This is an optimization exercise on Yosys and OpenROAD, whose aim is small area, a short achievable clock period and few clock cycles per item, not a production implementation.
In this exercise RTL edits were held to simulation tests only and were not proved equivalent to the original.

==> flow/design.v <==
module sha256(
   input clk,
   input rst,
   input init_start,
   input [607:0] header,
   input [31:0] nonce_start,
   output found,
   output [31:0] nonce_out,
   output [255:0] hash_out
);
localparam [3:0] P_IDLE = 4'd0, P_S = 4'd1, P_J = 4'd2, P_B1 = 4'd3, P_F = 4'd4,
                 P_B2 = 4'd5, P_E = 4'd6, P_I = 4'd7, P_B3 = 4'd8, P_L = 4'd9,
                 P_DONE = 4'd10;
function [31:0] bswap(input [31:0] x);
   bswap = {x[7:0], x[15:8], x[23:16], x[31:24]};
endfunction
function [31:0] iv(input [2:0] k);
   case (k)
      3'd0: iv = 32'h6a09e667;
      3'd1: iv = 32'hbb67ae85;
      3'd2: iv = 32'h3c6ef372;
      3'd3: iv = 32'ha54ff53a;
      3'd4: iv = 32'h510e527f;
      3'd5: iv = 32'h9b05688c;
      3'd6: iv = 32'h1f83d9ab;
      default: iv = 32'h5be0cd19;
   endcase
endfunction
function [31:0] kc(input [5:0] t);
   case (t)
      6'd0: kc = 32'h428a2f98; 6'd1: kc = 32'h71374491; 6'd2: kc = 32'hb5c0fbcf; 6'd3: kc = 32'he9b5dba5;
      6'd4: kc = 32'h3956c25b; 6'd5: kc = 32'h59f111f1; 6'd6: kc = 32'h923f82a4; 6'd7: kc = 32'hab1c5ed5;
      6'd8: kc = 32'hd807aa98; 6'd9: kc = 32'h12835b01; 6'd10: kc = 32'h243185be; 6'd11: kc = 32'h550c7dc3;
      6'd12: kc = 32'h72be5d74; 6'd13: kc = 32'h80deb1fe; 6'd14: kc = 32'h9bdc06a7; 6'd15: kc = 32'hc19bf174;
      6'd16: kc = 32'he49b69c1; 6'd17: kc = 32'hefbe4786; 6'd18: kc = 32'h0fc19dc6; 6'd19: kc = 32'h240ca1cc;
      6'd20: kc = 32'h2de92c6f; 6'd21: kc = 32'h4a7484aa; 6'd22: kc = 32'h5cb0a9dc; 6'd23: kc = 32'h76f988da;
      6'd24: kc = 32'h983e5152; 6'd25: kc = 32'ha831c66d; 6'd26: kc = 32'hb00327c8; 6'd27: kc = 32'hbf597fc7;
      6'd28: kc = 32'hc6e00bf3; 6'd29: kc = 32'hd5a79147; 6'd30: kc = 32'h06ca6351; 6'd31: kc = 32'h14292967;
      6'd32: kc = 32'h27b70a85; 6'd33: kc = 32'h2e1b2138; 6'd34: kc = 32'h4d2c6dfc; 6'd35: kc = 32'h53380d13;
      6'd36: kc = 32'h650a7354; 6'd37: kc = 32'h766a0abb; 6'd38: kc = 32'h81c2c92e; 6'd39: kc = 32'h92722c85;
      6'd40: kc = 32'ha2bfe8a1; 6'd41: kc = 32'ha81a664b; 6'd42: kc = 32'hc24b8b70; 6'd43: kc = 32'hc76c51a3;
      6'd44: kc = 32'hd192e819; 6'd45: kc = 32'hd6990624; 6'd46: kc = 32'hf40e3585; 6'd47: kc = 32'h106aa070;
      6'd48: kc = 32'h19a4c116; 6'd49: kc = 32'h1e376c08; 6'd50: kc = 32'h2748774c; 6'd51: kc = 32'h34b0bcb5;
      6'd52: kc = 32'h391c0cb3; 6'd53: kc = 32'h4ed8aa4a; 6'd54: kc = 32'h5b9cca4f; 6'd55: kc = 32'h682e6ff3;
      6'd56: kc = 32'h748f82ee; 6'd57: kc = 32'h78a5636f; 6'd58: kc = 32'h84c87814; 6'd59: kc = 32'h8cc70208;
      6'd60: kc = 32'h90befffa; 6'd61: kc = 32'ha4506ceb; 6'd62: kc = 32'hbef9a3f7; default: kc = 32'hc67178f2;
   endcase
endfunction
function [31:0] rotr(input [31:0] x, input integer n);
   rotr = (x >> n) | (x << (32 - n));
endfunction
function [31:0] bsig0(input [31:0] x);
   bsig0 = rotr(x, 2) ^ rotr(x, 13) ^ rotr(x, 22);
endfunction
function [31:0] bsig1(input [31:0] x);
   bsig1 = rotr(x, 6) ^ rotr(x, 11) ^ rotr(x, 25);
endfunction
function [31:0] ssig0(input [31:0] x);
   ssig0 = rotr(x, 7) ^ rotr(x, 18) ^ (x >> 3);
endfunction
function [31:0] ssig1(input [31:0] x);
   ssig1 = rotr(x, 17) ^ rotr(x, 19) ^ (x >> 10);
endfunction
function [31:0] csa_s(input [31:0] x, input [31:0] y, input [31:0] z);
   csa_s = x ^ y ^ z;
endfunction
function [31:0] csa_c(input [31:0] x, input [31:0] y, input [31:0] z);
   csa_c = {(x[30:0] & y[30:0]) | (x[30:0] & z[30:0]) | (y[30:0] & z[30:0]), 1'b0};
endfunction
localparam [3:0] P_D = 4'd11, P_D1 = 4'd12, P_D2 = 4'd13, P_G = 4'd14;
reg [3:0] ph;
reg [5:0] cnt;
reg init_r, init_d;
always @(posedge clk) begin
   init_r <= init_start;
   init_d <= init_r;
end
wire start = init_d & ~init_r;      
reg found_r;
reg cap_r;
reg first;
reg [31:0] N;
reg hlt, heq, llt, leq;
wire found_d = hlt | (heq & llt);
reg [3:0] phn;
reg [5:0] cntn;
reg last;
always @(*) begin
   case (ph)
      P_S:  last = (cnt[2:0] == 3'd6);
      P_J, P_F, P_G, P_E, P_L: last = (cnt[1:0] == 2'd3);
      P_I:  last = cnt[0];
      P_B1, P_B2, P_B3: last = (cnt == 6'd63);
      P_IDLE: last = start;
      P_DONE: last = 1'b0;
      default: last = 1'b1;
   endcase
   phn = ph;
   if (last) case (ph)
      P_IDLE: phn = P_S;
      P_S:  phn = P_J;
      P_J:  phn = P_B1;
      P_B1: phn = P_F;
      P_F:  phn = P_G;
      P_G:  phn = P_B2;
      P_B2: phn = P_E;
      P_E:  phn = P_I;
      P_I:  phn = P_B3;
      P_B3: phn = P_L;
      P_L:  phn = cap_r ? P_D : P_B2;
      P_D:  phn = P_D1;
      P_D1: phn = P_D2;
      P_D2: phn = found_d ? P_DONE : P_S;
      default: phn = P_IDLE;
   endcase
   cntn = (last || ph == P_IDLE || ph == P_DONE) ? 6'd0 : cnt + 6'd1;
end
wire [1:0] cl = last ? 2'd0 : cnt[1:0] + 2'd1;
wire inB = (ph == P_B1) | (ph == P_B2) | (ph == P_B3);
wire nB = (phn == P_B1) | (phn == P_B2) | (phn == P_B3);
wire nE = (phn == P_E);
wire nL = (phn == P_L);
wire nF = (phn == P_F);
wire nG = (phn == P_G);
wire nR61 = (ph == P_B3) & (cnt == 6'd60);
wire nB63 = inB & (cnt == 6'd62);
reg c_isB, c_aiv, c_aF, c_aE, c_kwen, c_E, c_L, c_L0, c_rot, c_F;
reg [1:0] c_ivi;
reg [31:0] K_r;
reg c_xa_a, c_xa_c, c_xa_d, c_ya_0, c_ya_2, c_ya_iv;
reg c_xe_e, c_xe_g, c_xe_h;
reg [3:0] c_yoh;     
reg [1:0] c_twi;     
reg c_R61;           
always @(posedge clk) begin
   if (rst) begin
      ph <= P_IDLE;
      cnt <= 6'd0;
      c_isB <= 1'b0; c_aiv <= 1'b0; c_aF <= 1'b0; c_aE <= 1'b0;
      c_kwen <= 1'b0; c_E <= 1'b0; c_L <= 1'b0; c_L0 <= 1'b0; c_rot <= 1'b0; c_F <= 1'b0;
      c_R61 <= 1'b0;
   end else begin
      ph <= phn;
      cnt <= cntn;
      c_isB <= nB;
      c_aiv <= (phn == P_J) | (phn == P_I) | (nE & cl[1]);
      c_aF <= 1'b0;
      c_aE <= nE & ~cl[1];
      c_kwen <= (nB & ~nB63) | ((cl == 2'd3) & ((phn == P_J) | nG | nL)) |
                ((phn == P_I) & cl[0]);
      c_E <= nE;
      c_L <= nL;
      c_L0 <= nL & (cl == 2'd0);
      c_rot <= nF | nG | nL | nE;
      c_F <= nF;
      c_R61 <= nR61;
   end
   c_ivi <= (phn == P_J) ? ~cl : {nE, ~cl[0]};
   c_xa_a <= nE & ~cl[0];
   c_xa_c <= nE & cl[0];
   c_xa_d <= ~nE;
   c_ya_0 <= nE & ~cl[0];
   c_ya_2 <= nE & cl[0];
   c_ya_iv <= ~nE;
   c_xe_e <= (nE & ~cl[0]) | nR61;
   c_xe_g <= nE & cl[0];
   c_xe_h <= ~nE & ~nR61;
   c_yoh <= nR61 ? 4'b0001 : (4'b0001 << cl);
   c_twi <= nR61 ? 2'd3 : ~cl;
end
reg c_isB_a, c_aiv_a, c_aF_a, c_aE_a, c_E_a, c_L_a, c_L0_a, c_rot_a, c_F_a;
reg [1:0] c_ivi_a, c_twi_a;
reg [3:0] c_yoh_a;
reg c_xa_a_a, c_xa_c_a, c_xa_d_a, c_ya_0_a, c_ya_2_a, c_ya_iv_a;
always @(posedge clk) begin
   if (rst) begin
      c_isB_a <= 1'b0; c_aiv_a <= 1'b0; c_aF_a <= 1'b0; c_aE_a <= 1'b0;
      c_E_a <= 1'b0; c_L_a <= 1'b0; c_L0_a <= 1'b0; c_rot_a <= 1'b0; c_F_a <= 1'b0;
   end else begin
      c_isB_a <= c_isB; c_aiv_a <= c_aiv; c_aF_a <= c_aF; c_aE_a <= c_aE;
      c_E_a <= c_E; c_L_a <= c_L; c_L0_a <= c_L0; c_rot_a <= c_rot; c_F_a <= c_F;
   end
   c_ivi_a <= c_ivi; c_yoh_a <= c_yoh; c_twi_a <= c_twi;
   c_xa_a_a <= c_xa_a; c_xa_c_a <= c_xa_c; c_xa_d_a <= c_xa_d;
   c_ya_0_a <= c_ya_0; c_ya_2_a <= c_ya_2; c_ya_iv_a <= c_ya_iv;
end
reg [4:0] ic;
reg [1:0] iblk;
reg [4:0] icn;
reg [1:0] iblkn;
always @(*) begin
   icn = ic;
   iblkn = iblk;
   if (ph == P_S && cnt == 6'd0) begin
      icn = 5'd0; iblkn = 2'd1;
   end else if ((ph == P_B1 && cnt == 6'd61) || (ph == P_B3 && cnt == 6'd57)) begin
      icn = 5'd0; iblkn = 2'd2;
   end else if (ph == P_B2 && cnt == 6'd59) begin
      icn = 5'd0; iblkn = 2'd3;
   end else if (!ic[4])
      icn = ic + 5'd1;
end
always @(posedge clk) begin
   if (rst) begin
      ic <= 5'd16;
      iblk <= 2'd0;
   end else begin
      ic <= icn;
      iblk <= iblkn;
   end
end
wire [31:0] Nplus = N + {31'd0, ~first};
always @(posedge clk) begin
   if (rst) begin
      N <= nonce_start;
      first <= 1'b1;
      found_r <= 1'b0;
   end else begin
      if (iblk == 2'd2 && ic == 5'd3) first <= 1'b0;
      if ((ph == P_L && cnt == 6'd3 && !cap_r) || (ph == P_D2 && !found_d)) N <= Nplus;
      if (ph == P_D2) begin
         if (found_d) found_r <= 1'b1;
         else first <= 1'b1;
      end
   end
end
reg [31:0] a, b, c, d, e, f, g, h;
reg [31:0] w [0:15];
reg [31:0] ma0, ma1, ma2, ma3, me0, me1, me2, me3;
wire [31:0] S1 = bsig1(e);
wire [31:0] CH = (e & f) ^ (~e & g);
wire [31:0] S0 = bsig0(a);
wire [31:0] MJ = (a & b) | (a & c) | (b & c);
reg [31:0] t1_r, q_r;
wire [31:0] t1;
cpa32 cpa_t(.x(csa_s(h, S1, CH)), .y(csa_c(h, S1, CH)), .s(t1));
wire [31:0] enew;
cpa32 cpa_e(.x(csa_s(q_r, S1, CH)), .y(csa_c(q_r, S1, CH)), .s(enew));
wire [31:0] anew;
cpa32 cpa_a(.x(csa_s(t1_r, S0, MJ)), .y(csa_c(t1_r, S0, MJ)), .s(anew));
always @(posedge clk) K_r <= c_isB ? kc(cnt + 6'd2) : c_kwen ? 32'h71374491 : 32'h428a2f98;
wire [31:0] us = csa_s(g, K_r, w[7]);
wire [31:0] uc = csa_c(g, K_r, w[7]);
wire [31:0] hn, qn;
cpa32 cpa_h(.x(us), .y(uc), .s(hn));
cpa32 cpa_q(.x(csa_s(us, uc, b)), .y(csa_c(us, uc, b)), .s(qn));
always @(posedge clk) begin
   t1_r <= t1;
   q_r <= qn;
end
wire [31:0] xa = ({32{c_xa_a_a}} & a) | ({32{c_xa_c_a}} & c) | ({32{c_xa_d_a}} & d);
wire [31:0] iva = ({32{c_yoh_a[0]}} & iv(3'd3)) | ({32{c_yoh_a[1]}} & iv(3'd2)) |
                  ({32{c_yoh_a[2]}} & iv(3'd1)) | ({32{c_yoh_a[3]}} & iv(3'd0));
wire [31:0] ya = ({32{c_ya_0_a}} & ma0) | ({32{c_ya_2_a}} & ma2) | ({32{c_ya_iv_a}} & iva);
wire [31:0] addA;
cpa32 cpa_sa(.x(xa), .y(ya), .s(addA));
wire [31:0] xe = ({32{c_xe_e}} & e) | ({32{c_xe_g}} & g) | ({32{c_xe_h}} & h);
wire [31:0] ive = ({32{c_yoh[0]}} & iv(3'd7)) | ({32{c_yoh[1]}} & iv(3'd6)) |
                  ({32{c_yoh[2]}} & iv(3'd5)) | ({32{c_yoh[3]}} & iv(3'd4));
wire [31:0] ye = ({32{c_ya_0}} & me0) | ({32{c_ya_2}} & me2) | ({32{c_ya_iv}} & ive);
wire [31:0] addE;
cpa32 cpa_se(.x(xe), .y(ye), .s(addE));
reg [31:0] a_oth, e_oth;
always @(*) begin
   if (c_aiv_a) a_oth = iv({1'b0, c_ivi_a});
   else if (c_aE_a) a_oth = d;
   else a_oth = ma3;
   if (c_aiv) e_oth = iv({1'b1, c_ivi});
   else if (c_aE) e_oth = h;
   else e_oth = me3;
end
always @(posedge clk) begin
   a <= c_isB_a ? anew : a_oth;
   e <= c_isB ? enew : e_oth;
   b <= a; c <= b; d <= c;
   f <= e; g <= f; h <= c_kwen ? hn : g;
end
wire [31:0] ss1 = ssig1(w[15]);
wire [31:0] ss0 = ssig0(w[2]);
wire [31:0] q1s = csa_s(ss1, w[10], ss0);
wire [31:0] q1c = csa_c(ss1, w[10], ss0);
reg [31:0] sc_s, sc_c;
always @(posedge clk) begin
   sc_s <= csa_s(q1s, q1c, w[1]);
   sc_c <= csa_c(q1s, q1c, w[1]);
end
wire [31:0] sched;
cpa32 cpa_w(.x(sc_s), .y(sc_c), .s(sched));
wire [31:0] hw [0:18];
genvar gi;
generate for (gi = 0; gi < 19; gi = gi + 1) begin : g_hw
   assign hw[gi] = header[607 - 32*gi -: 32];
end endgenerate
reg [18:0] hsel;
integer hi;
wire hev1 = (ph == P_IDLE && start) || (ph == P_D2 && !found_d);
wire hev2 = (ph == P_B1 && cnt == 6'd60) || (ph == P_B3 && cnt == 6'd56);
always @(posedge clk) begin
   if (rst) hsel <= 19'd0;
   else begin
      hsel[0] <= hev1;
      for (hi = 1; hi < 16; hi = hi + 1) hsel[hi] <= hsel[hi-1] & ~hev1;
      hsel[16] <= hev2;
      hsel[17] <= hsel[16];
      hsel[18] <= hsel[17];
   end
end
reg [31:0] hword, hword_n;
always @(*) begin
   hword_n = 32'd0;
   for (hi = 0; hi < 19; hi = hi + 1) hword_n = hword_n | ({32{hsel[hi]}} & hw[hi]);
end
always @(posedge clk) hword <= hword_n;
reg [31:0] msg;
always @(*) begin
   msg = 32'd0;
   case (iblk)
      2'd1: msg = hword;
      2'd2: if (ic < 5'd3) msg = hword;
            else if (ic == 5'd3) msg = bswap(Nplus);
            else if (ic == 5'd4) msg = 32'h80000000;
            else if (ic == 5'd15) msg = 32'h00000280;
      2'd3: if (ic == 5'd8) msg = 32'h80000000;
            else if (ic == 5'd15) msg = 32'h00000100;
      default: msg = 32'd0;
   endcase
end
reg c_selE;         
always @(posedge clk) c_selE <= (iblkn == 2'd3) && (icn[4:2] == 3'd1);
integer k;
always @(posedge clk) begin
   for (k = 0; k < 15; k = k + 1) w[k] <= w[k+1];
   if (c_E_a) w[10] <= addA;
   w[15] <= c_selE ? addE : ic[4] ? sched : msg;
end
wire ins = c_F | (c_L & cap_r);
wire ins_a = c_F_a | (c_L_a & cap_r);
always @(posedge clk) begin
   if (c_rot_a) begin
      ma1 <= ma0; ma2 <= ma1; ma3 <= ma2; ma0 <= ins_a ? addA : ma3;
   end
   if (c_rot) begin
      me1 <= me0; me2 <= me1; me3 <= me2; me0 <= ins ? addE : me3;
   end
end
reg [5:0] qs, qs1;
reg [1:0] rs;
reg [23:0] mant;
wire [7:0] sx = header[7:0] - 8'd3;
always @(posedge clk) begin
   qs <= sx[7:2];
   qs1 <= sx[7:2] + 6'd1;
   rs <= sx[1:0];
   mant <= {header[15:8], header[23:16], header[31:24]};
end
wire [55:0] mm = {32'd0, mant} << {rs, 3'b000};
reg [31:0] vh_r, vl_r;
reg [1:0] cmp_twi;
reg cmp_v, cmp_L0, cmp_cap;
reg [1:0] cmpl_twi;
reg cmpl_v, cmpl_L0;
wire [5:0] wh = {4'd1, cmp_twi};
wire [5:0] wl = {4'd0, cmpl_twi};
wire [31:0] th = (wh == qs) ? mm[31:0] : (wh == qs1) ? mm[55:32] : 32'd0;
wire [31:0] tl = (wl == qs) ? mm[31:0] : (wl == qs1) ? mm[55:32] : 32'd0;
wire hlt_w, heq_w, llt_w, leq_w;
cmp32 cmph(.x(vh_r), .y(th), .lt(hlt_w), .eq(heq_w));
cmp32 cmpl(.x(vl_r), .y(tl), .lt(llt_w), .eq(leq_w));
always @(posedge clk) begin
   vh_r <= bswap(addE);
   vl_r <= bswap(addA);
   cmp_twi <= c_twi;
   cmp_v <= c_L;
   cmp_L0 <= c_L0;
   cmp_cap <= c_R61;
   cmpl_twi <= c_twi_a;
   cmpl_v <= c_L_a;
   cmpl_L0 <= c_L0_a;
   if (cmp_cap) cap_r <= hlt_w | heq_w;
   if (cmp_v) begin
      hlt <= cmp_L0 ? hlt_w : (hlt | (heq & hlt_w));
      heq <= cmp_L0 ? heq_w : (heq & heq_w);
   end
   if (cmpl_v) begin
      llt <= cmpl_L0 ? llt_w : (llt | (leq & llt_w));
      leq <= cmpl_L0 ? leq_w : (leq & leq_w);
   end
end
assign found = found_r;
assign nonce_out = N;
assign hash_out = {bswap(me3), bswap(me2), bswap(me1), bswap(me0),
                   bswap(ma3), bswap(ma2), bswap(ma1), bswap(ma0)};
endmodule
module cmp32(input [31:0] x, input [31:0] y, output lt, output eq);
   wire [3:0] bl, be;
   genvar i;
   generate for (i = 0; i < 4; i = i + 1) begin : g_b
      assign bl[i] = x[8*i +: 8] < y[8*i +: 8];
      assign be[i] = x[8*i +: 8] == y[8*i +: 8];
   end endgenerate
   assign lt = bl[3] | (be[3] & bl[2]) | (be[3] & be[2] & bl[1]) | (be[3] & be[2] & be[1] & bl[0]);
   assign eq = &be;
endmodule
module cpa32(input [31:0] x, input [31:0] y, output [31:0] s);
   wire [31:0] g0 = x & y;
   wire [31:0] p0 = x ^ y;
   wire [31:0] g1 = {g0[31] | (p0[31] & g0[30]), g0[30], g0[29] | (p0[29] & g0[28]), g0[28], g0[27] | (p0[27] & g0[26]), g0[26], g0[25] | (p0[25] & g0[24]), g0[24], g0[23] | (p0[23] & g0[22]), g0[22], g0[21] | (p0[21] & g0[20]), g0[20], g0[19] | (p0[19] & g0[18]), g0[18], g0[17] | (p0[17] & g0[16]), g0[16], g0[15] | (p0[15] & g0[14]), g0[14], g0[13] | (p0[13] & g0[12]), g0[12], g0[11] | (p0[11] & g0[10]), g0[10], g0[9] | (p0[9] & g0[8]), g0[8], g0[7] | (p0[7] & g0[6]), g0[6], g0[5] | (p0[5] & g0[4]), g0[4], g0[3] | (p0[3] & g0[2]), g0[2], g0[1] | (p0[1] & g0[0]), g0[0]};
   wire [31:0] p1 = {(p0[31] & p0[30]), (p0[30]), (p0[29] & p0[28]), (p0[28]), (p0[27] & p0[26]), (p0[26]), (p0[25] & p0[24]), (p0[24]), (p0[23] & p0[22]), (p0[22]), (p0[21] & p0[20]), (p0[20]), (p0[19] & p0[18]), (p0[18]), (p0[17] & p0[16]), (p0[16]), (p0[15] & p0[14]), (p0[14]), (p0[13] & p0[12]), (p0[12]), (p0[11] & p0[10]), (p0[10]), (p0[9] & p0[8]), (p0[8]), (p0[7] & p0[6]), (p0[6]), (p0[5] & p0[4]), (p0[4]), (p0[3] & p0[2]), (p0[2]), (p0[1] & p0[0]), (p0[0])};
   wire [31:0] g2 = {g1[31] | (p1[31] & g1[29]), g1[30] | (p1[30] & g1[29]), g1[29], g1[28], g1[27] | (p1[27] & g1[25]), g1[26] | (p1[26] & g1[25]), g1[25], g1[24], g1[23] | (p1[23] & g1[21]), g1[22] | (p1[22] & g1[21]), g1[21], g1[20], g1[19] | (p1[19] & g1[17]), g1[18] | (p1[18] & g1[17]), g1[17], g1[16], g1[15] | (p1[15] & g1[13]), g1[14] | (p1[14] & g1[13]), g1[13], g1[12], g1[11] | (p1[11] & g1[9]), g1[10] | (p1[10] & g1[9]), g1[9], g1[8], g1[7] | (p1[7] & g1[5]), g1[6] | (p1[6] & g1[5]), g1[5], g1[4], g1[3] | (p1[3] & g1[1]), g1[2] | (p1[2] & g1[1]), g1[1], g1[0]};
   wire [31:0] p2 = {(p1[31] & p1[29]), (p1[30] & p1[29]), (p1[29]), (p1[28]), (p1[27] & p1[25]), (p1[26] & p1[25]), (p1[25]), (p1[24]), (p1[23] & p1[21]), (p1[22] & p1[21]), (p1[21]), (p1[20]), (p1[19] & p1[17]), (p1[18] & p1[17]), (p1[17]), (p1[16]), (p1[15] & p1[13]), (p1[14] & p1[13]), (p1[13]), (p1[12]), (p1[11] & p1[9]), (p1[10] & p1[9]), (p1[9]), (p1[8]), (p1[7] & p1[5]), (p1[6] & p1[5]), (p1[5]), (p1[4]), (p1[3] & p1[1]), (p1[2] & p1[1]), (p1[1]), (p1[0])};
   wire [31:0] g3 = {g2[31] | (p2[31] & g2[27]), g2[30] | (p2[30] & g2[27]), g2[29] | (p2[29] & g2[27]), g2[28] | (p2[28] & g2[27]), g2[27], g2[26], g2[25], g2[24], g2[23] | (p2[23] & g2[19]), g2[22] | (p2[22] & g2[19]), g2[21] | (p2[21] & g2[19]), g2[20] | (p2[20] & g2[19]), g2[19], g2[18], g2[17], g2[16], g2[15] | (p2[15] & g2[11]), g2[14] | (p2[14] & g2[11]), g2[13] | (p2[13] & g2[11]), g2[12] | (p2[12] & g2[11]), g2[11], g2[10], g2[9], g2[8], g2[7] | (p2[7] & g2[3]), g2[6] | (p2[6] & g2[3]), g2[5] | (p2[5] & g2[3]), g2[4] | (p2[4] & g2[3]), g2[3], g2[2], g2[1], g2[0]};
   wire [31:0] p3 = {(p2[31] & p2[27]), (p2[30] & p2[27]), (p2[29] & p2[27]), (p2[28] & p2[27]), (p2[27]), (p2[26]), (p2[25]), (p2[24]), (p2[23] & p2[19]), (p2[22] & p2[19]), (p2[21] & p2[19]), (p2[20] & p2[19]), (p2[19]), (p2[18]), (p2[17]), (p2[16]), (p2[15] & p2[11]), (p2[14] & p2[11]), (p2[13] & p2[11]), (p2[12] & p2[11]), (p2[11]), (p2[10]), (p2[9]), (p2[8]), (p2[7] & p2[3]), (p2[6] & p2[3]), (p2[5] & p2[3]), (p2[4] & p2[3]), (p2[3]), (p2[2]), (p2[1]), (p2[0])};
   wire [31:0] g4 = {g3[31] | (p3[31] & g3[23]), g3[30] | (p3[30] & g3[23]), g3[29] | (p3[29] & g3[23]), g3[28] | (p3[28] & g3[23]), g3[27] | (p3[27] & g3[23]), g3[26] | (p3[26] & g3[23]), g3[25] | (p3[25] & g3[23]), g3[24] | (p3[24] & g3[23]), g3[23], g3[22], g3[21], g3[20], g3[19], g3[18], g3[17], g3[16], g3[15] | (p3[15] & g3[7]), g3[14] | (p3[14] & g3[7]), g3[13] | (p3[13] & g3[7]), g3[12] | (p3[12] & g3[7]), g3[11] | (p3[11] & g3[7]), g3[10] | (p3[10] & g3[7]), g3[9] | (p3[9] & g3[7]), g3[8] | (p3[8] & g3[7]), g3[7], g3[6], g3[5], g3[4], g3[3], g3[2], g3[1], g3[0]};
   wire [31:0] p4 = {(p3[31] & p3[23]), (p3[30] & p3[23]), (p3[29] & p3[23]), (p3[28] & p3[23]), (p3[27] & p3[23]), (p3[26] & p3[23]), (p3[25] & p3[23]), (p3[24] & p3[23]), (p3[23]), (p3[22]), (p3[21]), (p3[20]), (p3[19]), (p3[18]), (p3[17]), (p3[16]), (p3[15] & p3[7]), (p3[14] & p3[7]), (p3[13] & p3[7]), (p3[12] & p3[7]), (p3[11] & p3[7]), (p3[10] & p3[7]), (p3[9] & p3[7]), (p3[8] & p3[7]), (p3[7]), (p3[6]), (p3[5]), (p3[4]), (p3[3]), (p3[2]), (p3[1]), (p3[0])};
   wire [31:0] g5 = {g4[31] | (p4[31] & g4[15]), g4[30] | (p4[30] & g4[15]), g4[29] | (p4[29] & g4[15]), g4[28] | (p4[28] & g4[15]), g4[27] | (p4[27] & g4[15]), g4[26] | (p4[26] & g4[15]), g4[25] | (p4[25] & g4[15]), g4[24] | (p4[24] & g4[15]), g4[23] | (p4[23] & g4[15]), g4[22] | (p4[22] & g4[15]), g4[21] | (p4[21] & g4[15]), g4[20] | (p4[20] & g4[15]), g4[19] | (p4[19] & g4[15]), g4[18] | (p4[18] & g4[15]), g4[17] | (p4[17] & g4[15]), g4[16] | (p4[16] & g4[15]), g4[15], g4[14], g4[13], g4[12], g4[11], g4[10], g4[9], g4[8], g4[7], g4[6], g4[5], g4[4], g4[3], g4[2], g4[1], g4[0]};
   wire [31:0] p5 = {(p4[31] & p4[15]), (p4[30] & p4[15]), (p4[29] & p4[15]), (p4[28] & p4[15]), (p4[27] & p4[15]), (p4[26] & p4[15]), (p4[25] & p4[15]), (p4[24] & p4[15]), (p4[23] & p4[15]), (p4[22] & p4[15]), (p4[21] & p4[15]), (p4[20] & p4[15]), (p4[19] & p4[15]), (p4[18] & p4[15]), (p4[17] & p4[15]), (p4[16] & p4[15]), (p4[15]), (p4[14]), (p4[13]), (p4[12]), (p4[11]), (p4[10]), (p4[9]), (p4[8]), (p4[7]), (p4[6]), (p4[5]), (p4[4]), (p4[3]), (p4[2]), (p4[1]), (p4[0])};
   assign s = p0 ^ {g5[30:0], 1'b0};
endmodule
==> flow/flow/run.sh <==
#!/bin/bash
# Layout flow: the standard synthesis, then the standard ORFS steps with
# small port buffers and a tighter setup-repair margin.  Each step's full
# output goes to a log file in this folder (ORFS's own logs are kept under
# orfs/logs).
set -uo pipefail
EXTRA=$(cat flow/extra_vars.txt)
bash standard.sh synth > synth.log 2>&1 || { echo "synth failed"; exit 1; }
eval "bash standard.sh $EXTRA finish" > layout.log 2>&1 || { echo "layout failed"; exit 1; }
test -f out/final.def || { echo "no final.def"; exit 1; }
==> flow/flow/extra_vars.txt <==
'BUFFER_PORTS_ARGS=-buffer_cell sky130_fd_sc_hd__buf_1' SETUP_SLACK_MARGIN=6
==> flow/standard.sh <==
#!/bin/bash
# synth_recipe.tcl (not shown) runs the flow's synth.tcl, then flattens the netlist and writes it again
# the make line also repeats each setting of config.mk as NAME=value (left out here)
make -C /OpenROAD-flow-scripts/flow DESIGN_CONFIG=/design/flow/config.mk WORK_HOME=/design/flow/orfs CLKGATE_MAP_FILE= SYNTH_SCRIPT=/design/flow/synth_recipe.tcl "${@:-finish}"
==> flow/config.mk <==
export PLATFORM = sky130hd
export DESIGN_NAME = sha256
export DESIGN_NICKNAME = sha256
export VERILOG_FILES = /design/flow/design.v
export SDC_FILE = /design/flow/constraint.sdc
export NUM_CORES = 8
export LEC_CHECK = 0
export CAP_MARGIN = 20
export CORE_MARGIN = 2
export CORE_UTILIZATION = 35
export CTS_BUF_LIST = sky130_fd_sc_hd__clkbuf_4 sky130_fd_sc_hd__clkbuf_8
export PLACE_DENSITY = 0.5
export SETUP_SLACK_MARGIN = 5
export SLEW_MARGIN = 20
export SYNTH_HIERARCHICAL = 1
export SYNTH_MINIMUM_KEEP_SIZE = 0
==> flow/constraint.sdc <==
create_clock -name core_clock -period 10.0 [get_ports {clk}]
set_input_delay 2.0000 -clock core_clock [delete_from_list [all_inputs] [get_ports {clk}]]
set_output_delay 2.0000 -clock core_clock [all_outputs]
set_load 0.01 [all_outputs]
==> key figures, run 1 <==
Status
  • Status: no timing/DRC/antenna violations

Logic synthesis
  • Commonest register cell after synthesis: sky130_fd_sc_hd__dfxtp_1
  • Post-Synthesis Cell Area: 68500 um^2
  • Top-count cell post-synth: sky130_fd_sc_hd__dfxtp_1
  • Yosys Warn Count: 8
  • Share of the yosys chip area belonging to registers: 45.54%
  • Cells taking the most area after synthesis: sky130_fd_sc_hd__dfxtp_1 (33%), sky130_fd_sc_hd__edfxtp_1 (13%), sky130_fd_sc_hd__fa_1 (7.5%)
  • Top cell types by occurrence after synthesis: sky130_fd_sc_hd__dfxtp_1 (1119), sky130_fd_sc_hd__inv_1 (500), sky130_fd_sc_hd__xnor2_1 (388)
  • Area share of the largest cell type after synthesis: 32.70%
  • Number of library cell types mapped by synthesis: 93
  • Post-Synthesis Cells: 6422
  • Post-Syn Area per Cell: 10.67 um^2
  • Total of flip-flops plus latches after synthesis: 1412
  • Async SR Flop Fraction: 0%
  • Largest area contributor in the netlist: sky130_fd_sc_hd__dfxtp_1
  • Number of enable flip-flop cells after synthesis: 293

Cells and area
  • Number of standard cells in the layout, taps in and fillers out: 10270
  • Area of combinational cells with multiple inputs: 34680 um^2
  • Share of layout cells above drive strength 1: 13.15%
  • Final std cell area, no fill: 81600 um^2
  • Register bank with the most flops: w
  • Sequential cell area: 31280 um^2
  • Final nets: 8639
  • Number of flip-flops under the largest register name: 480
  • Area Overhead vs Synth: 19.12%
  • Fill cells: 19160

Detailed routing
  • DRC violation count after routing: 0
  • Routed met2 length: 170700 um
  • Via count: 57990
  • Number of vias per cell: 5.649
  • Number of nets still failing antenna checks after routing: 0
  • Routed metal-1 wire length: 149900 um
  • Initial drt markers: 6795
  • TritonRoute pass-1 iters: 10
  • Uppermost routed layer: met5
  • WL/cell: 37.17 um
  • Met3 WL post-DR: 30420 um
  • Routed wire length: 381500 um

CTS
  • Clock tree root driver cell: sky130_fd_sc_hd__clkbuf_8
  • Inserted Clock Buffers: 235
  • Max Buffers Root-to-Sink: 3
  • Number of levels the H-tree was split into: 4
  • Clock tree sinks: 1412
  • Clock latency of the later-clocked register in the worst-skew pair: 1090 ps
  • Hold Buf Count CTS: 0
  • Clock tree from TritonCTS: built
  • Clock-pin slew on the worst setup and hold paths: 60 ps

STA
  • Setup total negative slack: 0 ps
  • Number of hold violations in the final report: 0
  • Relative max-transition margin: 11.76%
  • RSZ-0062 raised after global routing: true
  • Crit share post-route: 40.58%
  • Setup violators final: 0
  • Measured slew at the worst slew-check pin: 1324 ps
  • Number of max-slew violations in the final report: 0
  • Post-layout min period: 4058 ps
  • Max frequency: 246.4 MHz
  • Final Skew: 113.4 ps

Setup path
  • CP required: 10750 ps
  • Maximum fanout count along the critical path: 35
  • Kind of end point of the critical path: flip-flop
  • Startpoint types: flip-flop
  • Worst setup path class: flip-flop to flip-flop
  • CP arrival: 4810 ps

Placed design
  • Instance count after placement with tap cells included: 9738
  • Count of port buffers added during placement: 931
  • Global placer's final weighted congestion: 1.035
  • Area after DPL: 74870 um^2
  • Final HPWL DP: 313200 um

Die
  • Die Y-Extent: 446.4 um
  • Number of primary I/O pins: 932
  • Initial core utilization: 35.17%
  • Die ar.: 199300 um^2
  • X dimension of the die: 446.4 um
  • Area of the core region: 194800 um^2
  • Standard-cell rows: 162

Global routing
  • Largest net degree at the start of global routing: 91
  • Initial antenna violation count: 125
  • Aggregate global-route resource usage: 37.20%
  • Number of global-route vias before repair: 55950
  • Global-route wire length before repair: 498000 um
  • Overall overflow remaining after global route: 0

Worst hold path
  • Worst min path class: flip-flop to flip-flop

Job
  • Max-cap violations: 0
[metal layers]
layer / vias up / global-route usage, %
li1: 25060 / -
met2: 3010 / 57.37
met5: - / 0.3663
met4: 68 / 25.82
met3: 735 / 8.874
met1: 29120 / 45.80
[worst max-delay path, stage by stage, from the launching register on]
cell and delay (ps):
sky130_fd_sc_hd__dfxtp_4 370, sky130_fd_sc_hd__buf_12 180, sky130_fd_sc_hd__a222oi_1 1090, sky130_fd_sc_hd__inv_1 140, sky130_fd_sc_hd__buf_6 180, sky130_fd_sc_hd__ha_4 160
sky130_fd_sc_hd__a211oi_4 230, sky130_fd_sc_hd__o211ai_1 160, sky130_fd_sc_hd__a22oi_2 220, sky130_fd_sc_hd__a21oi_2 100, sky130_fd_sc_hd__a221o_2 440, sky130_fd_sc_hd__mux2i_4 220
sky130_fd_sc_hd__mux2_2 270
[cells by family (layout without fill, tap and decap cells)]
kind of cell               after synthesis  after routing  share of synthesized area [%]
AOI/OAI and AO/OA                     1520           1520                          16.13
xor gates and xnor gates               513            513                          6.559
adders and majority gates              630            630                          14.18
buffers and inverters                  837           2007                          4.604
DFF                                   1412           1412                          45.54
muxes                                  273            273                          4.356
other                                    1             50                       0.005474
and+or+nand+nor                       1236           1236                          8.617
[modules after synthesis, one instance, submodules excluded]
module  cell area [um^2]  cells
cmp32              817.0    107
cpa32               1441    185
sha256             55340   4728
[layout by cell type, fill, tap and decap left out, types with 30 or more instances in the layout]
cell type,n
sky130_fd_sc_hd__dfxtp_1,1066
sky130_fd_sc_hd__buf_1,926
sky130_fd_sc_hd__inv_1,499
sky130_fd_sc_hd__xnor2_1,366
sky130_fd_sc_hd__nand2_1,355
sky130_fd_sc_hd__nor2_1,339
sky130_fd_sc_hd__ha_1,334
sky130_fd_sc_hd__a21oi_1,303
sky130_fd_sc_hd__edfxtp_1,293
sky130_fd_sc_hd__clkbuf_8,285
sky130_fd_sc_hd__fa_1,253
sky130_fd_sc_hd__a22oi_1,234
sky130_fd_sc_hd__o21ai_0,216
sky130_fd_sc_hd__mux2_2,191
sky130_fd_sc_hd__nand3_1,123
sky130_fd_sc_hd__buf_4,123
sky130_fd_sc_hd__xor2_1,120
sky130_fd_sc_hd__a222oi_1,101
sky130_fd_sc_hd__nand4_1,93
sky130_fd_sc_hd__nor2b_1,85
sky130_fd_sc_hd__mux2i_1,77
sky130_fd_sc_hd__nor3_1,70
sky130_fd_sc_hd__clkbuf_4,66
sky130_fd_sc_hd__a22o_1,52
sky130_fd_sc_hd__a221oi_1,52
sky130_fd_sc_hd__o211ai_1,52
sky130_fd_sc_hd__a211oi_1,49
sky130_fd_sc_hd__dfxtp_2,48
sky130_fd_sc_hd__a221o_1,47
sky130_fd_sc_hd__a21o_1,46
sky130_fd_sc_hd__diode_2,44
sky130_fd_sc_hd__a31oi_1,38
sky130_fd_sc_hd__maj3_1,32
sky130_fd_sc_hd__o21a_1,32
sky130_fd_sc_hd__o21ai_1,31
sky130_fd_sc_hd__clkinv_2,30
[through the flow]
stage	util (%)	hold slack (ps)	worst slack [ps]
2_1_floorplan	-	309.6	6416
3_3_place_gp	38.43	309.5	5459
3_5_place_dp	38.44	312.1	5491
4_1_cts	41.62	275.4	6001
5_1_grt	41.86	288.3	5937
6_report	41.89	266.7	5942
[what timing repair did]
| item | in CTS | in global routing |
|---|---|---|
| setup buffers | 28 | 14 |
| resized for setup | 51 | 65 |
| pin swaps | 14 | 20 |
| setup endpoints to repair | 130 | 81 |
[cell type report]
type                       instances  share of cell area (%)
inverter                         504                   2.318
clock buffer                     350                   5.405
sequential                      1412                   38.33
tap                             2624                   4.023
timing repair buffer            1067                   5.644
antenna                           44                  0.1349
clock inverter                    86                   1.653
multi-input combinational       4178                   42.49
[worst paths after layout]
kind,from,endpoint,slack (ps),depth (start not counted)
max,c_xa_c$_DFF_P_,me0[31]$_DFFE_PP_,5940,12
min,w[5][25]$_DFF_P_,w[4][25]$_DFF_P_,270,0
max reg2reg,c_xa_c$_DFF_P_,me0[31]$_DFFE_PP_,5940,12
min reg2reg,w[5][25]$_DFF_P_,w[4][25]$_DFF_P_,270,0
Testbench counts, summed over its fixed seeds: cycles 860,286, nonces 6,203.
==> inputs of run 2 (changes only) <==
--- a/flow/config.mk
+++ b/flow/config.mk
@@ -9,5 +9,7 @@
 export CORE_MARGIN = 2
 export CORE_UTILIZATION = 35
-export CTS_BUF_LIST = sky130_fd_sc_hd__clkbuf_4 sky130_fd_sc_hd__clkbuf_8
+export CTS_BUF_LIST = sky130_fd_sc_hd__clkbuf_8 sky130_fd_sc_hd__clkbuf_16
+export CTS_CLUSTER_DIAMETER = 50
+export CTS_CLUSTER_SIZE = 20
 export PLACE_DENSITY = 0.5
 export SETUP_SLACK_MARGIN = 5
==> run 2 against run 1 <==
Non-clock buffer count decreased by 18. Die area stayed put. Global-route usage decreased by 0.22 points. Core utilization decreased by 0.35 points. First-iteration DRC count is 1.4% lower. Synthesized cell count stayed put. Critical path type unchanged.
==> key figures, run 2 <==
Cells and area
  • Final nets: 8536 (-1.2%)
  • Area of combinational cells with multiple inputs: 34650 um^2 (about the same)
  • Number of flip-flops under the largest register name: 480 (unchanged)
  • Register bank with the most flops: w
  • Share of layout cells above drive strength 1: 11.02% (-2.1 points)
  • Sequential cell area: 31280 um^2 (about the same)
  • Post-Route Utilization: 41.55% (-0.35 points)
  • Most frequent cells in the layout: sky130_fd_sc_hd__dfxtp_1 (1063), sky130_fd_sc_hd__buf_1 (930), sky130_fd_sc_hd__inv_1 (509), sky130_fd_sc_hd__xnor2_1 (369), sky130_fd_sc_hd__nand2_1 (356)
  • Area Overhead vs Synth: 18.14%
  • Fill cells: 19080 (-0.40%)
  • Most frequent standard cell in the layout excluding fill and tap cells: sky130_fd_sc_hd__dfxtp_1

Die
  • Die Y-Extent: 446.4 um (unchanged)
  • Standard-cell rows: 162 (unchanged)
  • Initial core utilization: 35.17% (unchanged)
  • X dimension of the die: 446.4 um (unchanged)
  • Area of the core region: 194800 um^2 (unchanged)
  • Die ar.: 199300 um^2 (unchanged)
  • Number of primary I/O pins: 932 (unchanged)

Setup path
  • Worst setup path class: flip-flop to flip-flop
  • Maximum fanout count along the critical path: 35 (unchanged)
  • Startpoint types: flip-flop
  • CP arrival: 4550 ps (-260 ps)
  • Kind of end point of the critical path: flip-flop
  • CP required: 10580 ps (-170 ps)

Logic synthesis
  • Total of flip-flops plus latches after synthesis: 1412 (unchanged)
  • Largest area contributor in the netlist: sky130_fd_sc_hd__dfxtp_1
  • Cells taking the most area after synthesis: sky130_fd_sc_hd__dfxtp_1 (33%), sky130_fd_sc_hd__edfxtp_1 (13%), sky130_fd_sc_hd__fa_1 (7.5%)
  • Post-Synthesis Cell Area: 68500 um^2 (unchanged)
  • Commonest register cell after synthesis: sky130_fd_sc_hd__dfxtp_1
  • Share of the yosys chip area belonging to registers: 45.54% (unchanged)
  • Number of enable flip-flop cells after synthesis: 293 (unchanged)
  • Top-count cell post-synth: sky130_fd_sc_hd__dfxtp_1
  • Number of library cell types mapped by synthesis: 93 (unchanged)
  • Post-Synthesis Cells: 6422 (unchanged)
  • Yosys Warn Count: 8 (unchanged)
  • Top cell types by occurrence after synthesis: sky130_fd_sc_hd__dfxtp_1 (1119), sky130_fd_sc_hd__inv_1 (500), sky130_fd_sc_hd__xnor2_1 (388)
  • Area share of the largest cell type after synthesis: 32.70% (unchanged)
  • Post-Syn Area per Cell: 10.67 um^2 (unchanged)
  • Async SR Flop Fraction: 0% (unchanged)

Job
  • Max-cap violations: 0 (unchanged)

CTS
  • Max Buffers Root-to-Sink: 3 (unchanged)
  • Clock-pin slew on the worst setup and hold paths: 70 ps (about the same)
  • Clock tree sinks: 1412 (unchanged)
  • Clock latency of the later-clocked register in the worst-skew pair: 840 ps (-250 ps)
  • Number of levels the H-tree was split into: 4 (unchanged)
  • Clock tree root driver cell: sky130_fd_sc_hd__clkbuf_16
  • Clock tree from TritonCTS: built
  • Inserted Clock Buffers: 150 (-36%)

STA
  • Measured slew at the worst slew-check pin: 1315 ps (-8.227 ps)
  • Post-layout min period: 3970 ps (-88.78 ps)
  • Number of hold violations in the final report: 0 (unchanged)
  • Crit share post-route: 39.70% (-0.89 points)
  • Relative max-transition margin: 12.31% (+0.55 points)
  • Setup violators final: 0 (unchanged)
  • Setup total negative slack: 0 ps (unchanged)
  • Max frequency: 251.9 MHz (+2.2%)
  • RSZ-0062 raised after global routing: true
  • Number of max-slew violations in the final report: 0 (unchanged)
  • Final Skew: 53.74 ps (-59.68 ps)

Global routing
  • Number of global-route vias before repair: 54940 (-1.8%)
  • Initial antenna violation count: 121 (-3.2%)
  • Largest net degree at the start of global routing: 91 (unchanged)
  • Overall overflow remaining after global route: 0 (unchanged)
  • Aggregate global-route resource usage: 36.99% (-0.22 points)
  • Global-route wire length before repair: 494500 um (-0.70%)

Worst hold path
  • Worst min path class: flip-flop to flip-flop

Placed design
  • Final HPWL DP: 313200 um (unchanged)
  • Global placer's final weighted congestion: 1.035 (unchanged)
  • Count of port buffers added during placement: 931 (unchanged)

Detailed routing
  • Routed wire length: 378900 um (-0.69%)
  • Initial drt markers: 6701 (-1.4%)
  • DRC violation count after routing: 0 (unchanged)
  • Via count: 57400 (-1.0%)
  • WL/cell: 37.57 um (+1.1%)
  • Number of nets still failing antenna checks after routing: 0 (unchanged)
  • Number of vias per cell: 5.691 (+0.73%)
  • TritonRoute pass-1 iters: 10 (unchanged)

Status
  • Status: no timing/DRC/antenna violations
-- run 2: changes by cell type in the layout (fill, tap and decap cells not counted), sizes merged --
cell	before	now
diode	44	42
inv	505	555
clkbuf	352	156
buf	1065	1048
bufinv	25	6
clkinvlp	2	9
clkinv	58	56
-- run 2: layout make-up --
cell class / count / area share [%]
Sequential cell: 1412 / 38.65
Clock buffer: 155 / 4.765
Antenna cell: 42 / 0.1299
Clock inverter: 122 / 1.759
Inverter: 504 / 2.338
Timing Repair Buffer: 1049 / 5.487
Multi-Input combinational cell: 4178 / 42.81
Tap cell: 2624 / 4.057
-- run 2: cell families after synthesis --
kind of cell	count (synthesis)	synth area share, %
AOI/OAI and AO/OA	1520	16.13
xor gates and xnor gates	513	6.559
adders and majority gates	630	14.18
buffers and inverters	837	4.604
DFF	1412	45.54
muxes	273	4.356
other	1	0.005474
and+or+nand+nor	1236	8.617
-- run 2: path summary, 6_finish.rpt --
| kind | cells past startpoint | startpoint | slack, ps | to |
|---|---|---|---|---|
| setup / recovery | 12 | c_xa_c$_DFF_P_ | 6030 | me0[17]$_DFFE_PP_ |
| hold / removal | 0 | c_L0_a$_SDFF_PP0_ | 300 | cmpl_L0$_DFF_P_ |
| setup reg to reg | 12 | c_xa_c$_DFF_P_ | 6030 | me0[17]$_DFFE_PP_ |
| hold reg to reg | 0 | c_L0_a$_SDFF_PP0_ | 300 | cmpl_L0$_DFF_P_ |
-- run 2: stage by stage --
| step | cells | cell area [um^2] | hold WS (ps) | setup WS [ps] |
|---|---|---|---|---|
| 5_1_grt | 10060 | 80870 | 289.9 | 5902 |
| 6_report | 10090 | 80930 | 302.3 | 6030 |
| 4_1_cts | 10030 | 80420 | 299.0 | 5994 |
| 3_5_place_dp | 9738 | 74870 | 312.1 | 5491 |
| 3_3_place_gp | 9735 | 74850 | 309.5 | 5459 |
| 2_1_floorplan | 6427 | 68520 | 309.6 | 6416 |
-- run 2: timing repair --
action,in CTS,in global routing
pin swaps,12,25
buffers inserted,11,14
hold buffers,0,0
setup endpoints to repair,115,99
gates resized for setup,45,67
-- run 2: Yosys stat by module (local to each module, per instance) --
| module | times used | area [um^2] | cells |
|---|---|---|---|
| cmp32 | 2 | 817.0 | 107 |
| cpa32 | 8 | 1441 | 185 |
| sha256 | 1 | 55340 | 4728 |
-- run 2: worst max-delay path, cell delays in order (launching register included) --
cell and delay [ps]:
sky130_fd_sc_hd__dfxtp_4 370, sky130_fd_sc_hd__buf_12 180, sky130_fd_sc_hd__a222oi_1 790, sky130_fd_sc_hd__inv_1 110, sky130_fd_sc_hd__ha_2 430, sky130_fd_sc_hd__nand4_2 160, sky130_fd_sc_hd__a2111oi_4 380, sky130_fd_sc_hd__nand2_2 160
sky130_fd_sc_hd__nand2_1 100, sky130_fd_sc_hd__inv_1 50, sky130_fd_sc_hd__fa_1 430, sky130_fd_sc_hd__xnor2_2 230, sky130_fd_sc_hd__mux2_2 300
-- run 2: metal layers --
layer,up-vias,part of all wire [%],track usage (%)
met1,28850,40,45.63
met4,56,7.8,25.57
met5,-,0.12,0.3663
met3,720,7.6,8.498
met2,2934,45,57.20
li1,24840,-,-
==> inputs of run 3 (changes only) <==
--- a/flow/design.v
+++ b/flow/design.v
@@ -47,4 +47,11 @@
    endcase
 endfunction
+function [31:0] kc2(input [5:0] t);
+   reg [5:0] u;
+   begin
+      u = t + 6'd2;
+      kc2 = kc(u);
+   end
+endfunction
 function [31:0] rotr(input [31:0] x, input integer n);
    rotr = (x >> n) | (x << (32 - n));
@@ -68,5 +75,5 @@
    csa_c = {(x[30:0] & y[30:0]) | (x[30:0] & z[30:0]) | (y[30:0] & z[30:0]), 1'b0};
 endfunction
-localparam [3:0] P_D = 4'd11, P_D1 = 4'd12, P_D2 = 4'd13, P_G = 4'd14;
+localparam [3:0] P_D = 4'd11, P_G = 4'd14;
 reg [3:0] ph;
 reg [5:0] cnt;
@@ -81,6 +88,6 @@
 reg first;
 reg [31:0] N;
-reg hlt, heq, llt, leq;
-wire found_d = hlt | (heq & llt);
+reg lt_acc, eq_acc;
+wire found_d = lt_acc;
 reg [3:0] phn;
 reg [5:0] cntn;
@@ -91,4 +98,5 @@
       P_J, P_F, P_G, P_E, P_L: last = (cnt[1:0] == 2'd3);
       P_I:  last = cnt[0];
+      P_D:  last = cnt[3];
       P_B1, P_B2, P_B3: last = (cnt == 6'd63);
       P_IDLE: last = start;
@@ -109,7 +117,5 @@
       P_B3: phn = P_L;
       P_L:  phn = cap_r ? P_D : P_B2;
-      P_D:  phn = P_D1;
-      P_D1: phn = P_D2;
-      P_D2: phn = found_d ? P_DONE : P_S;
+      P_D:  phn = found_d ? P_DONE : P_S;
       default: phn = P_IDLE;
    endcase
@@ -125,5 +131,5 @@
 wire nR61 = (ph == P_B3) & (cnt == 6'd60);
 wire nB63 = inB & (cnt == 6'd62);
-reg c_isB, c_aiv, c_aF, c_aE, c_kwen, c_E, c_L, c_L0, c_rot, c_F;
+reg c_isB, c_aiv, c_aF, c_aE, c_kwen, c_E, c_L, c_rot, c_F;
 reg [1:0] c_ivi;
 reg [31:0] K_r;
@@ -131,5 +137,6 @@
 reg c_xe_e, c_xe_g, c_xe_h;
 reg [3:0] c_yoh;     
-reg [1:0] c_twi;     
+reg [2:0] c_w3;      
+reg c_Dx, c_Dma, c_D0, c_rotE_D, c_rotA_D;
 reg c_R61;           
 always @(posedge clk) begin
@@ -138,5 +145,6 @@
       cnt <= 6'd0;
       c_isB <= 1'b0; c_aiv <= 1'b0; c_aF <= 1'b0; c_aE <= 1'b0;
-      c_kwen <= 1'b0; c_E <= 1'b0; c_L <= 1'b0; c_L0 <= 1'b0; c_rot <= 1'b0; c_F <= 1'b0;
+      c_kwen <= 1'b0; c_E <= 1'b0; c_L <= 1'b0; c_rot <= 1'b0; c_F <= 1'b0;
+      c_Dx <= 1'b0; c_rotE_D <= 1'b0; c_rotA_D <= 1'b0;
       c_R61 <= 1'b0;
    end else begin
@@ -151,5 +159,7 @@
       c_E <= nE;
       c_L <= nL;
-      c_L0 <= nL & (cl == 2'd0);
+      c_Dx <= (phn == P_D) & ~cntn[3];
+      c_rotE_D <= (phn == P_D) & ~cntn[3] & ~cntn[2];
+      c_rotA_D <= (phn == P_D) & ~cntn[3] & cntn[2];
       c_rot <= nF | nG | nL | nE;
       c_F <= nF;
@@ -167,8 +177,10 @@
    c_xe_h <= ~nE & ~nR61;
    c_yoh <= nR61 ? 4'b0001 : (4'b0001 << cl);
-   c_twi <= nR61 ? 2'd3 : ~cl;
+   c_w3 <= (phn == P_D) ? ~cntn[2:0] : 3'd7;
+   c_Dma <= cntn[2];
+   c_D0 <= (cntn[2:0] == 3'd0);
 end
-reg c_isB_a, c_aiv_a, c_aF_a, c_aE_a, c_E_a, c_L_a, c_L0_a, c_rot_a, c_F_a;
-reg [1:0] c_ivi_a, c_twi_a;
+reg c_isB_a, c_aiv_a, c_aF_a, c_aE_a, c_E_a, c_L_a, c_rot_a, c_F_a;
+reg [1:0] c_ivi_a;
 reg [3:0] c_yoh_a;
 reg c_xa_a_a, c_xa_c_a, c_xa_d_a, c_ya_0_a, c_ya_2_a, c_ya_iv_a;
@@ -176,10 +188,10 @@
    if (rst) begin
       c_isB_a <= 1'b0; c_aiv_a <= 1'b0; c_aF_a <= 1'b0; c_aE_a <= 1'b0;
-      c_E_a <= 1'b0; c_L_a <= 1'b0; c_L0_a <= 1'b0; c_rot_a <= 1'b0; c_F_a <= 1'b0;
+      c_E_a <= 1'b0; c_L_a <= 1'b0; c_rot_a <= 1'b0; c_F_a <= 1'b0;
    end else begin
       c_isB_a <= c_isB; c_aiv_a <= c_aiv; c_aF_a <= c_aF; c_aE_a <= c_aE;
-      c_E_a <= c_E; c_L_a <= c_L; c_L0_a <= c_L0; c_rot_a <= c_rot; c_F_a <= c_F;
+      c_E_a <= c_E; c_L_a <= c_L; c_rot_a <= c_rot; c_F_a <= c_F;
    end
-   c_ivi_a <= c_ivi; c_yoh_a <= c_yoh; c_twi_a <= c_twi;
+   c_ivi_a <= c_ivi; c_yoh_a <= c_yoh;
    c_xa_a_a <= c_xa_a; c_xa_c_a <= c_xa_c; c_xa_d_a <= c_xa_d;
    c_ya_0_a <= c_ya_0; c_ya_2_a <= c_ya_2; c_ya_iv_a <= c_ya_iv;
@@ -218,6 +230,6 @@
    end else begin
       if (iblk == 2'd2 && ic == 5'd3) first <= 1'b0;
-      if ((ph == P_L && cnt == 6'd3 && !cap_r) || (ph == P_D2 && !found_d)) N <= Nplus;
-      if (ph == P_D2) begin
+      if ((ph == P_L && cnt == 6'd3 && !cap_r) || (ph == P_D && last && !found_d)) N <= Nplus;
+      if (ph == P_D && last) begin
          if (found_d) found_r <= 1'b1;
          else first <= 1'b1;
@@ -239,5 +251,5 @@
 wire [31:0] anew;
 cpa32 cpa_a(.x(csa_s(t1_r, S0, MJ)), .y(csa_c(t1_r, S0, MJ)), .s(anew));
-always @(posedge clk) K_r <= c_isB ? kc(cnt + 6'd2) : c_kwen ? 32'h71374491 : 32'h428a2f98;
+always @(posedge clk) K_r <= c_isB ? kc2(cnt) : c_kwen ? 32'h71374491 : 32'h428a2f98;
 wire [31:0] us = csa_s(g, K_r, w[7]);
 wire [31:0] uc = csa_c(g, K_r, w[7]);
@@ -294,5 +306,5 @@
 reg [18:0] hsel;
 integer hi;
-wire hev1 = (ph == P_IDLE && start) || (ph == P_D2 && !found_d);
+wire hev1 = (ph == P_IDLE && start) || (ph == P_D && last && !found_d);
 wire hev2 = (ph == P_B1 && cnt == 6'd60) || (ph == P_B3 && cnt == 6'd56);
 always @(posedge clk) begin
@@ -337,8 +349,8 @@
 wire ins_a = c_F_a | (c_L_a & cap_r);
 always @(posedge clk) begin
-   if (c_rot_a) begin
+   if (c_rot_a | c_rotA_D) begin
       ma1 <= ma0; ma2 <= ma1; ma3 <= ma2; ma0 <= ins_a ? addA : ma3;
    end
-   if (c_rot) begin
+   if (c_rot | c_rotE_D) begin
       me1 <= me0; me2 <= me1; me3 <= me2; me0 <= ins ? addE : me3;
    end
@@ -355,34 +367,18 @@
 end
 wire [55:0] mm = {32'd0, mant} << {rs, 3'b000};
-reg [31:0] vh_r, vl_r;
-reg [1:0] cmp_twi;
-reg cmp_v, cmp_L0, cmp_cap;
-reg [1:0] cmpl_twi;
-reg cmpl_v, cmpl_L0;
-wire [5:0] wh = {4'd1, cmp_twi};
-wire [5:0] wl = {4'd0, cmpl_twi};
-wire [31:0] th = (wh == qs) ? mm[31:0] : (wh == qs1) ? mm[55:32] : 32'd0;
-wire [31:0] tl = (wl == qs) ? mm[31:0] : (wl == qs1) ? mm[55:32] : 32'd0;
-wire hlt_w, heq_w, llt_w, leq_w;
-cmp32 cmph(.x(vh_r), .y(th), .lt(hlt_w), .eq(heq_w));
-cmp32 cmpl(.x(vl_r), .y(tl), .lt(llt_w), .eq(leq_w));
+reg [31:0] vh_r;
+reg cmp_cap;
+wire [5:0] wt = {3'd0, c_w3};
+wire [31:0] tw = (wt == qs) ? mm[31:0] : (wt == qs1) ? mm[55:32] : 32'd0;
+wire [31:0] cx = c_Dx ? bswap(c_Dma ? ma3 : me3) : vh_r;
+wire lt_w, eq_w;
+cmp32 cmph(.x(cx), .y(tw), .lt(lt_w), .eq(eq_w));
 always @(posedge clk) begin
    vh_r <= bswap(addE);
-   vl_r <= bswap(addA);
-   cmp_twi <= c_twi;
-   cmp_v <= c_L;
-   cmp_L0 <= c_L0;
    cmp_cap <= c_R61;
-   cmpl_twi <= c_twi_a;
-   cmpl_v <= c_L_a;
-   cmpl_L0 <= c_L0_a;
-   if (cmp_cap) cap_r <= hlt_w | heq_w;
-   if (cmp_v) begin
-      hlt <= cmp_L0 ? hlt_w : (hlt | (heq & hlt_w));
-      heq <= cmp_L0 ? heq_w : (heq & heq_w);
-   end
-   if (cmpl_v) begin
-      llt <= cmpl_L0 ? llt_w : (llt | (leq & llt_w));
-      leq <= cmpl_L0 ? leq_w : (leq & leq_w);
+   if (cmp_cap) cap_r <= lt_w | eq_w;
+   if (c_Dx) begin
+      lt_acc <= c_D0 ? lt_w : (lt_acc | (eq_acc & lt_w));
+      eq_acc <= c_D0 ? eq_w : (eq_acc & eq_w);
    end
 end
--- a/flow/config.mk
+++ b/flow/config.mk
@@ -8,9 +8,9 @@
 export CAP_MARGIN = 20
 export CORE_MARGIN = 2
-export CORE_UTILIZATION = 35
+export CORE_UTILIZATION = 40
 export CTS_BUF_LIST = sky130_fd_sc_hd__clkbuf_8 sky130_fd_sc_hd__clkbuf_16
 export CTS_CLUSTER_DIAMETER = 50
 export CTS_CLUSTER_SIZE = 20
-export PLACE_DENSITY = 0.5
+export PLACE_DENSITY = 0.55
 export SETUP_SLACK_MARGIN = 5
 export SLEW_MARGIN = 20
==> run 3 against run 2 <==
Sequential share of layout area shrank 0.41 points. Global-route usage grew 3.4 points. Non-clock buffer count shrank 9. Flip-flop and latch count shrank 38. Critical path depth grew 1. Core utilization grew 5.7 points. First-iteration DRC count grew 21%. Final area shrank 1.5%. Register-to-register slack lost 50 ps.
==> key figures, run 3 <==
Status
  • Status: no timing/DRC/antenna violations

Global routing
  • Global-route wire length before repair: 476000 um (-3.7%)
  • Aggregate global-route resource usage: 40.41% (+3.4 points)
  • Initial antenna violation count: 79 (-35%)
  • Largest net degree at the start of global routing: 82 (-9.9%)
  • Overall overflow remaining after global route: 0 (unchanged)
  • Number of global-route vias before repair: 54800 (-0.25%)

Cells and area
  • Register bank with the most flops: w
  • Most frequent cells in the layout: sky130_fd_sc_hd__dfxtp_1 (1031), sky130_fd_sc_hd__buf_1 (930), sky130_fd_sc_hd__inv_1 (489), sky130_fd_sc_hd__xnor2_1 (374), sky130_fd_sc_hd__nand2_1 (357)
  • Fill cells: 16050 (-16%)
  • Share of layout cells above drive strength 1: 10.37% (-0.65 points)
  • Area of combinational cells with multiple inputs: 34590 um^2 (-0.18%)
  • Area Overhead vs Synth: 17.57%
  • Sequential cell area: 30500 um^2 (-2.5%)
  • Number of flip-flops under the largest register name: 480 (unchanged)
  • Most frequent standard cell in the layout excluding fill and tap cells: sky130_fd_sc_hd__dfxtp_1
  • Final nets: 8467 (-0.81%)
  • Final std cell area, no fill: 79740 um^2 (-1.5%)

Detailed routing
  • Number of vias per cell: 6.057 (+6.4%)
  • WL/cell: 37.41 um (-0.41%)
  • Via count: 58450 (+1.8%)
  • TritonRoute pass-1 iters: 9 (-1)
  • Number of nets still failing antenna checks after routing: 0 (unchanged)
  • Initial drt markers: 8124 (+21%)
  • DRC violation count after routing: 0 (unchanged)
  • Routed wire length: 361000 um (-4.7%)

Logic synthesis
  • Cells taking the most area after synthesis: sky130_fd_sc_hd__dfxtp_1 (32%), sky130_fd_sc_hd__edfxtp_1 (13%), sky130_fd_sc_hd__fa_1 (7.5%)
  • Total of flip-flops plus latches after synthesis: 1374 (-2.7%)
  • Largest area contributor in the netlist: sky130_fd_sc_hd__dfxtp_1
  • Yosys Warn Count: 8 (unchanged)
  • Post-Syn Area per Cell: 10.58 um^2 (-0.79%)
  • Top cell types by occurrence after synthesis: sky130_fd_sc_hd__dfxtp_1 (1083), sky130_fd_sc_hd__inv_1 (477), sky130_fd_sc_hd__xnor2_1 (383)
  • Post-Synthesis Cells: 6409 (-0.20%)
  • Top-count cell post-synth: sky130_fd_sc_hd__dfxtp_1
  • Area share of the largest cell type after synthesis: 31.97% (-0.74 points)
  • Commonest register cell after synthesis: sky130_fd_sc_hd__dfxtp_1
  • Async SR Flop Fraction: 0% (unchanged)
  • Number of enable flip-flop cells after synthesis: 291 (-0.68%)
  • Post-Synthesis Cell Area: 67830 um^2 (-0.99%)
  • Share of the yosys chip area belonging to registers: 44.85% (-0.69 points)
  • Number of library cell types mapped by synthesis: 96 (+3.2%)

Die
  • Initial core utilization: 40.16% (+5.0 points)
  • X dimension of the die: 415.8 um (-6.9%)
  • Die Y-Extent: 415.8 um (-6.9%)
  • Standard-cell rows: 151 (-6.8%)
  • Die ar.: 172900 um^2 (-13%)
  • Area of the core region: 168900 um^2 (-13%)
  • Number of primary I/O pins: 932 (unchanged)

Setup path
  • CP required: 10670 ps (+90 ps)
  • CP arrival: 4690 ps (+140 ps)
  • Maximum fanout count along the critical path: 11 (-69%)
  • Depth of the worst register-to-register path: 13 (+1)
  • Worst setup path class: flip-flop to flip-flop
  • Kind of end point of the critical path: flip-flop
  • Startpoint types: flip-flop

Placed design
  • Area after DPL: 73450 um^2 (-1.9%)
  • Count of port buffers added during placement: 931 (unchanged)
  • Final HPWL DP: 294300 um (-6.0%)
  • Global placer's final weighted congestion: 1.100 (+6.2%)

CTS
  • Hold Buf Count CTS: 0 (unchanged)
  • Clock tree sinks: 1374 (-2.7%)
  • Clock latency of the later-clocked register in the worst-skew pair: 840 ps (about the same)
  • Clock tree from TritonCTS: built
  • Max Buffers Root-to-Sink: 3 (unchanged)
  • Clock-pin slew on the worst setup and hold paths: 70 ps (about the same)
  • Inserted Clock Buffers: 151 (+0.67%)
  • Number of levels the H-tree was split into: 4 (unchanged)
  • Clock tree root driver cell: sky130_fd_sc_hd__clkbuf_16

STA
  • Crit share post-route: 40.19% (+0.49 points)
  • Max frequency: 248.8 MHz (-1.2%)
  • Final Skew: 57.93 ps (+4.192 ps)
  • Measured slew at the worst slew-check pin: 1157 ps (-158.3 ps)
  • Setup violators final: 0 (unchanged)
  • Relative max-transition margin: 22.86% (+11 points)
  • RSZ-0062 raised after global routing: true
  • Post-layout min period: 4019 ps (+49.46 ps)
  • Number of hold violations in the final report: 0 (unchanged)
  • Setup total negative slack: 0 ps (unchanged)
  • Number of max-slew violations in the final report: 0 (unchanged)

Worst hold path
  • Worst min path class: flip-flop to flip-flop
  • Hold Crit Depth: 0 (unchanged)

Job
  • Max-cap violations: 0 (unchanged)
==> run 3: cell types whose count changed after synthesis, moves of 11 or more <==
cell,before,now
sky130_fd_sc_hd__ha_1,343,311
sky130_fd_sc_hd__buf_2,1,39
sky130_fd_sc_hd__a22oi_1,234,223
sky130_fd_sc_hd__nor2b_1,85,98
sky130_fd_sc_hd__clkbuf_1,287,273
sky130_fd_sc_hd__dfxtp_1,1119,1083
sky130_fd_sc_hd__nor3_1,74,89
sky130_fd_sc_hd__mux2_2,191,177
sky130_fd_sc_hd__a21oi_1,308,333
sky130_fd_sc_hd__nand2b_1,24,37
sky130_fd_sc_hd__inv_1,500,477
sky130_fd_sc_hd__mux2i_1,81,125
==> run 3: cell type report <==
type / instances / area share, %
antenna: 46 / 0.1443
clock inverter: 119 / 1.928
multi-input combinational: 4212 / 43.37
timing repair buffer: 1040 / 5.592
sequential: 1374 / 38.25
tap: 2218 / 3.480
inverter: 479 / 2.255
clock buffer: 161 / 4.982
==> run 3: worst paths after layout <==
kind	start	to	slack (ps)
max reg2reg	c_xe_g$_DFF_P_	w[15][17]$_DFF_P_	5980
max	c_xe_g$_DFF_P_	w[15][17]$_DFF_P_	5980
min reg2reg	w[14][14]$_DFF_P_	w[13][14]$_DFF_P_	310
min	w[14][14]$_DFF_P_	w[13][14]$_DFF_P_	310
==> run 3: metrics by stage <==
stage	std cells	setup slack (ps)	hold WS [ps]	util (%)
floorplan	6414	6112	309.6	-
global placement	9287	5315	310.1	43.48
detailed placement	9287	5354	312.1	43.48
CTS	9571	5942	316.4	46.84
global route	9618	5900	316.8	47.17
finish	9649	5981	308.7	47.21
==> run 3: layer usage <==
metal / GRT usage [%] / routed length [um] / vias to the layer above
met1: 49.77 / 139300 / 29100
met3: 10.09 / 31720 / 864
li1: - / - / 24750
met4: 32.14 / 32820 / 30
met5: 0 / 184 / -
met2: 60.21 / 157000 / 3704
==> run 3: worst max-delay path, cell delays in order (launching register included) <==
cell and delay, ps:
sky130_fd_sc_hd__dfxtp_4 370, sky130_fd_sc_hd__buf_16 160, sky130_fd_sc_hd__a222oi_1 690, sky130_fd_sc_hd__inv_1 180, sky130_fd_sc_hd__ha_1 530, sky130_fd_sc_hd__nand4_2 200, sky130_fd_sc_hd__a2111oi_4 390, sky130_fd_sc_hd__nand2_2 140
sky130_fd_sc_hd__nand2_1 90, sky130_fd_sc_hd__inv_1 50, sky130_fd_sc_hd__fa_2 400, sky130_fd_sc_hd__xnor2_4 190, sky130_fd_sc_hd__a222oi_1 360, sky130_fd_sc_hd__o21ai_1 120
==> run 3: repair_timing <==
item | 4_1_cts | 5_1_grt
pin swaps | 4 | 21
gates resized for setup | 22 | 64
setup buffers | 3 | 24
cloned | 1 | 2
setup endpoints to repair | 55 | 79
==> run 3: modules after synthesis, one instance, submodules excluded <==
module	cells inside	flops+latches	area, um^2	times used
cmp32	107	0	817.0	1
cpa32	185	0	1441	8
sha256	4822	1374	55480	1
==> run 3: cell families (layout without fill, tap and decap cells) <==
family / after synthesis / in the layout / synth area share [%]
xor gates and xnor gates: 509 / 509 / 6.584
and+or+nand+nor: 1277 / 1277 / 9.143
adders and majority gates: 601 / 601 / 13.78
AOI/OAI and AO/OA: 1517 / 1517 / 16.17
buffers and inverters: 828 / 1799 / 4.682
muxes: 302 / 302 / 4.783
other: 1 / 52 / 0.005529
DFF: 1374 / 1374 / 44.85
Testbench counts of run 3, summed over its fixed seeds: cycles 860,574, nonces 6,203.

==> what the ideal ports hide <==
Ports are ideal in the flow. The routed layouts listed here were re-timed in OpenROAD.
Step 1 (the two cells are an assumption about what drives the block):
set clk [get_ports {clk}]
set_driving_cell -lib_cell sky130_fd_sc_hd__clkbuf_16 $clk
set_driving_cell -lib_cell sky130_fd_sc_hd__buf_2 [delete_from_list [all_inputs] $clk]
Step 2 also shifts input and output timing later by t, the mid clock arrival at the registers, as if the neighbouring blocks saw the same clock.
a / b / c = no drivers / after step 1 / after step 2; a / b = the first two.
run	t, ns	setup slack, ns	worst setup path after step 2	worst data-port slew with drivers (ns)	pins driven straight from the clock port
run 1	1.111	5.942 / 5.942 / 5.639	input to register	0.36	1
run 2	0.901	6.030 / 6.001 / 5.712	input to register	0.36	1
run 3	0.916	5.981 / 5.936 / 5.606	input to register	0.35	1
After both steps setup and hold are still met in every run listed. The setup slack of run 3, which loses most, moves by -0.045 ns with the drivers and by -0.375 ns with both steps.
